This design comes from an exercise in tuning for small area, a short achievable clock period and few clock cycles on the open sky130 flow, not from production work.
At most, simulation tests tie the RTL to the original design; equivalence was not proved.

before:
// vendingMachine
module vendingMachine(
   clk,
   reset,
   coinInA,
   coinInB,
   coinInC,
   coinInD,
   itemTypeIn,
   itemNumberIn,
   forceIn,
   coinOutA,
   coinOutB,
   coinOutC,
   coinOutD,
   itemTypeOut,
   itemNumberOut,
   serviceTypeOut
);
For scale: ~1600 cells after synthesis, roughly 63 I/O pins.
clock: 6.0 ns
lec_check: 0
abc_area: 1
cap_margin: 20
core_margin: 2
core_utilization: 40
slew_margin: 20
standard.sh (not shown) runs the stock make flow with config.mk's settings and CLKGATE_MAP_FILE= SYNTH_SCRIPT=/design/flow/synth_recipe.tcl, a recipe that flattens the netlist after the stock synthesis.
==> flow/flow/run.sh <==
#!/bin/bash
# The standard layout, with these changes:
# - synthesis leaves adders to ABC as plain gates instead of mapping them
#   to the full/half-adder cells;
# - each port gets a buf_2 as its buffer.
set -euo pipefail
here=$(pwd)
mkdir -p scripts
for f in "$FLOW_HOME"/scripts/*; do ln -sf "$f" scripts/; done
rm -f scripts/abc_area.script
cp flow/abc_area.script scripts/abc_area.script
bash standard.sh ADDER_MAP_FILE= SCRIPTS_DIR="$here/scripts" "BUFFER_PORTS_ARGS=-buffer_cell sky130_fd_sc_hd__buf_2" finish > flow_make.log 2>&1
==> flow/flow/abc_area.script <==
strash
&get -n
&deepsyn -J 5 -S 1
&put
balance
balance -l
resub -K 6 -l
rewrite -l
resub -K 6 -N 2 -l
refactor -l
resub -K 8 -l
balance -l
resub -K 8 -N 2 -l
rewrite -l
resub -K 10 -l
rewrite -z -l
resub -K 10 -N 2 -l
balance -l
resub -K 12 -l
refactor -z -l
resub -K 12 -N 2 -l
rewrite -z -l
balance -l
dch
map -B 0.9
topo
stime -c
buffer -c
upsize -c
dnsize -c
before | status: complete | timing, DRC, antenna: pass
For after, these inputs were changed with respect to before:
==> flow/flow/run.sh <==
#!/bin/bash
set -euo pipefail
here=$(pwd)
mkdir -p scripts
for f in "$FLOW_HOME"/scripts/*; do ln -sf "$f" scripts/; done
rm -f scripts/abc_area.script
cp flow/abc_area.script scripts/abc_area.script
bash standard.sh ADDER_MAP_FILE= SCRIPTS_DIR="$here/scripts" finish > flow_make.log 2>&1
--- a/flow/flow/abc_area.script
+++ b/flow/flow/abc_area.script
@@ -2,4 +2,18 @@
-&get -n
-&deepsyn -J 5 -S 1
-&put
-balance
+balance -l
+resub -K 6 -l
+rewrite -l
+resub -K 6 -N 2 -l
+refactor -l
+resub -K 8 -l
+balance -l
+resub -K 8 -N 2 -l
+rewrite -l
+resub -K 10 -l
+rewrite -z -l
+resub -K 10 -N 2 -l
+balance -l
+resub -K 12 -l
+refactor -z -l
+resub -K 12 -N 2 -l
+rewrite -z -l
+balance -l
[summary]
after vs. before: synthesized net count went up by 219. Total global routing track utilization in after vs before: up 2.4 points. before vs after, standard cell with the maximum stage delay on the critical path: sky130_fd_sc_hd__edfxtp_1 vs sky130_fd_sc_hd__clkdlybuf4s50_1.
No run of this note included a check of the RTL's function; only the layout flow was run.


Another version of the RTL of vendingMachine (not shown whole).
For scale: ~1,600 cells after synthesis, roughly 45 flip-flops.
==> flow/config.mk <==
export PLATFORM = sky130hd
export DESIGN_NAME = vendingMachine
export DESIGN_NICKNAME = vendingMachine
export VERILOG_FILES = /design/flow/design.v
export SDC_FILE = /design/flow/constraint.sdc
export NUM_CORES = 4
export LEC_CHECK = 0
export ABC_AREA = 1
export CAP_MARGIN = 20
export CORE_MARGIN = 2
export CORE_UTILIZATION = 40
export SLEW_MARGIN = 20
==> flow/constraint.sdc <==
create_clock -name core_clock -period 6.0 [get_ports {clk}]
set_input_delay 1.2000 -clock core_clock [delete_from_list [all_inputs] [get_ports {clk}]]
set_output_delay 1.2000 -clock core_clock [all_outputs]
set_load 0.01 [all_outputs]
==> flow/flow/run.sh <==
#!/bin/bash
# The standard layout, with these changes:
# - synthesis leaves adders to ABC as plain gates instead of mapping them
#   to the full/half-adder cells;
# - each port gets a buf_2 as its buffer.
set -euo pipefail
here=$(pwd)
mkdir -p scripts
for f in "$FLOW_HOME"/scripts/*; do ln -sf "$f" scripts/; done
rm -f scripts/abc_area.script
cp flow/abc_area.script scripts/abc_area.script
bash standard.sh ADDER_MAP_FILE= SCRIPTS_DIR="$here/scripts" "BUFFER_PORTS_ARGS=-buffer_cell sky130_fd_sc_hd__buf_2" finish > flow_make.log 2>&1
==> flow/flow/abc_area.script <==
strash
&get -n
&deepsyn -J 5 -S 1
&put
balance
balance -l
resub -K 6 -l
rewrite -l
resub -K 6 -N 2 -l
refactor -l
resub -K 8 -l
balance -l
resub -K 8 -N 2 -l
rewrite -l
resub -K 10 -l
rewrite -z -l
resub -K 10 -N 2 -l
balance -l
resub -K 12 -l
refactor -z -l
resub -K 12 -N 2 -l
rewrite -z -l
balance -l
dch -f
map -B 0.9
topo
stime -c
buffer -c
upsize -c
dnsize -c
Testbench counts at the start, summed over its fixed seeds: cycles 15,992.
Then changed:
--- a/flow/flow/abc_area.script
+++ b/flow/flow/abc_area.script
@@ -3 +3 @@
-&deepsyn -J 5 -S 1
+&deepsyn -T 60
@@ -5 +4,0 @@
-balance
@@ -24 +23 @@
-dch -f
+dch
The changed run finished with timing, DRC and antenna clean.
Synthesized cell count is about the same.
Routed wire length rises by 0.94%.
Setup slack is better by 0.022 ns.
Utilization is higher by 0.81 points.
Non-clock buffer count is higher by 13.
Design area climbs by 1.5%.
Die area goes down by 0.88%.
Via count barely changes.
Then changed:
--- a/flow/flow/abc_area.script
+++ b/flow/flow/abc_area.script
@@ -2,3 +2,18 @@
-&get -n
-&deepsyn -T 60
-&put
+balance -l
+resub -K 6 -l
+rewrite -l
+resub -K 6 -N 2 -l
+refactor -l
+resub -K 8 -l
+balance -l
+resub -K 8 -N 2 -l
+rewrite -l
+resub -K 10 -l
+rewrite -z -l
+resub -K 10 -N 2 -l
+balance -l
+resub -K 12 -l
+refactor -z -l
+resub -K 12 -N 2 -l
+rewrite -z -l
+balance -l
- CORE_UTILIZATION: 40 -> 55
Result:
- setup slack gains 0.030 ns
- core utilization climbs by 15 points
- register-to-register slack improves by 0.05 ns
- critical path depth came out lower by 1
- wire length went up by 4.1%
- synthesized cell count increases by 12%
- count of clock-buffer cells in the layout is unchanged
Then changed:
==> flow/flow/abc_area.script (replaced) <==
strash
&get -n
&deepsyn -J 5 -S 1
&put
balance
balance -l
resub -K 6 -l
rewrite -l
resub -K 6 -N 2 -l
refactor -l
resub -K 8 -l
balance -l
resub -K 8 -N 2 -l
rewrite -l
resub -K 10 -l
rewrite -z -l
resub -K 10 -N 2 -l
balance -l
resub -K 12 -l
refactor -z -l
resub -K 12 -N 2 -l
rewrite -z -l
balance -l
dch
map -B 0.9
topo
stime -c
buffer -c
upsize -c
dnsize -c
- CORE_UTILIZATION: 55 -> 35
The changed run finished with timing, DRC and antenna clean.
Wire length fell by about 4.3%.
Non-clock buffer count fell by 2.
Global-route usage fell by 9.9 points.
Hold slack gains 0.040 ns.
Clock-buffer cell count fell by 2.
Cell count fell by 4.1%.
Core utilization fell by 22 points.
Fmax rose by 1.4%.
Via count fell by about 12%.
Design area fell by 6.7%.
Then changed:
--- a/flow/flow/run.sh
+++ b/flow/flow/run.sh
@@ -5 +5 @@
-# - each port gets a buf_2 as its buffer.
+# - each port gets a buf_1 as its buffer.
@@ -12 +12 @@
-bash standard.sh ADDER_MAP_FILE= SCRIPTS_DIR="$here/scripts" "BUFFER_PORTS_ARGS=-buffer_cell sky130_fd_sc_hd__buf_2" finish > flow_make.log 2>&1
+bash standard.sh ADDER_MAP_FILE= SCRIPTS_DIR="$here/scripts" "BUFFER_PORTS_ARGS=-buffer_cell sky130_fd_sc_hd__buf_1" finish > flow_make.log 2>&1
- CORE_UTILIZATION: 35 -> 40
The changed run completed with no timing, DRC or antenna violations.
Global-route usage came out higher by 2.4 points.
Sequential cell count does not change.
Area after synthesis does not change.
Die area came out lower by 12%.
Via count came out higher by 1.1%.
Worst setup slack is worse by 0.083 ns.
Non-clock buffer count came out higher by 8.


== lane 1 ==
Another version of the RTL of vendingMachine (not shown whole).
Size: about 1600 cells after synthesis, about 50 flip-flops, ~63 I/O pins, about 8900 sq um of cells after synthesis.
export LEC_CHECK = 0
export ABC_AREA = 1
export CAP_MARGIN = 20
export CORE_MARGIN = 2
export CORE_UTILIZATION = 40
export SLEW_MARGIN = 20
create_clock -name core_clock -period 6.0 [get_ports {clk}]
==> flow/flow/run.sh <==
#!/bin/bash
# The standard layout, with these changes:
# - synthesis leaves adders to ABC as plain gates instead of mapping them
#   to the full/half-adder cells;
# - each port gets a buf_2 as its buffer.
set -euo pipefail
here=$(pwd)
mkdir -p scripts
for f in "$FLOW_HOME"/scripts/*; do ln -sf "$f" scripts/; done
rm -f scripts/abc_area.script
cp flow/abc_area.script scripts/abc_area.script
bash standard.sh ADDER_MAP_FILE= SCRIPTS_DIR="$here/scripts" "BUFFER_PORTS_ARGS=-buffer_cell sky130_fd_sc_hd__buf_2" finish > flow_make.log 2>&1
==> flow/flow/abc_area.script <==
strash
&get -n
&deepsyn -J 5 -S 1
&put
balance
balance -l
resub -K 6 -l
rewrite -l
resub -K 6 -N 2 -l
refactor -l
resub -K 8 -l
balance -l
resub -K 8 -N 2 -l
rewrite -l
resub -K 10 -l
rewrite -z -l
resub -K 10 -N 2 -l
balance -l
resub -K 12 -l
refactor -z -l
resub -K 12 -N 2 -l
rewrite -z -l
balance -l
dch
map -B 0.9
map -B 0.9
topo
stime -c
buffer -c
upsize -c
dnsize -c
Testbench counts of lane 1, summed over its fixed seeds: cycles 15,992.
## Diff of input files: lane 5 against lane 1
diff --git a/flow/flow/abc_area.script b/flow/flow/abc_area.script
--- a/flow/flow/abc_area.script
+++ b/flow/flow/abc_area.script
@@ -25,3 +25,2 @@
 map -B 0.9
-map -B 0.9
 topo
Findings:
- The lower clock-buffer cell count came out of lane 1.
- Compared to lane 1, the routing of lane 5 uses less wire.
- Re number of stages on the worst setup path: lane 5 and lane 1 aren't equal, and the lower value belongs to lane 5.

## separate check: timing with driven ports
In the flow no input, the clock included, has a driving cell. The finished layouts below were timed again as built, in two steps. Step 1 (the two cells are an assumption about what drives the block):
set clk [get_ports {clk}]
set_driving_cell -lib_cell sky130_fd_sc_hd__clkbuf_16 $clk
set_driving_cell -lib_cell sky130_fd_sc_hd__buf_2 [delete_from_list [all_inputs] $clk]
Step 2, shift: input delay + t, output delay - t, t = (earliest + latest rising clock arrival at the registers) / 2. This alone moves slack from input paths to output paths. a / b / c = ideal / step 1 / step 2; a / b = the first two.
| run | t, ns | slack for setup (ns) | worst setup path after step 2 |
|---|---|---|---|
| before | 0.339 | 0.214 / 0.172 / 0.113 | input to register |
| after | 0.341 | 0.255 / 0.215 / 0.053 | input to register |
| the first run of note 2 | 0.350 | 0.279 / 0.236 / 0.458 | input to register |
| the second run of note 2 | 0.333 | 0.301 / 0.261 / 0.224 | input to register |
| the third run of note 2 | 0.336 | 0.332 / 0.288 / 0.468 | input to register |
| the fourth run of note 2 | 0.345 | 0.410 / 0.369 / 0.427 | input to register |
| the fifth run of note 2 | 0.346 | 0.327 / 0.280 / 0.247 | input to register |
| lane 1 | 0.353 | 0.531 / 0.487 / 0.534 | input to register |
| lane 5 | 0.346 | 0.380 / 0.339 / 0.269 | input to register |
After both steps setup and hold are still met in every run listed. The setup slack of after, which loses most, moves by -0.040 ns with the drivers and by -0.202 ns with both steps.
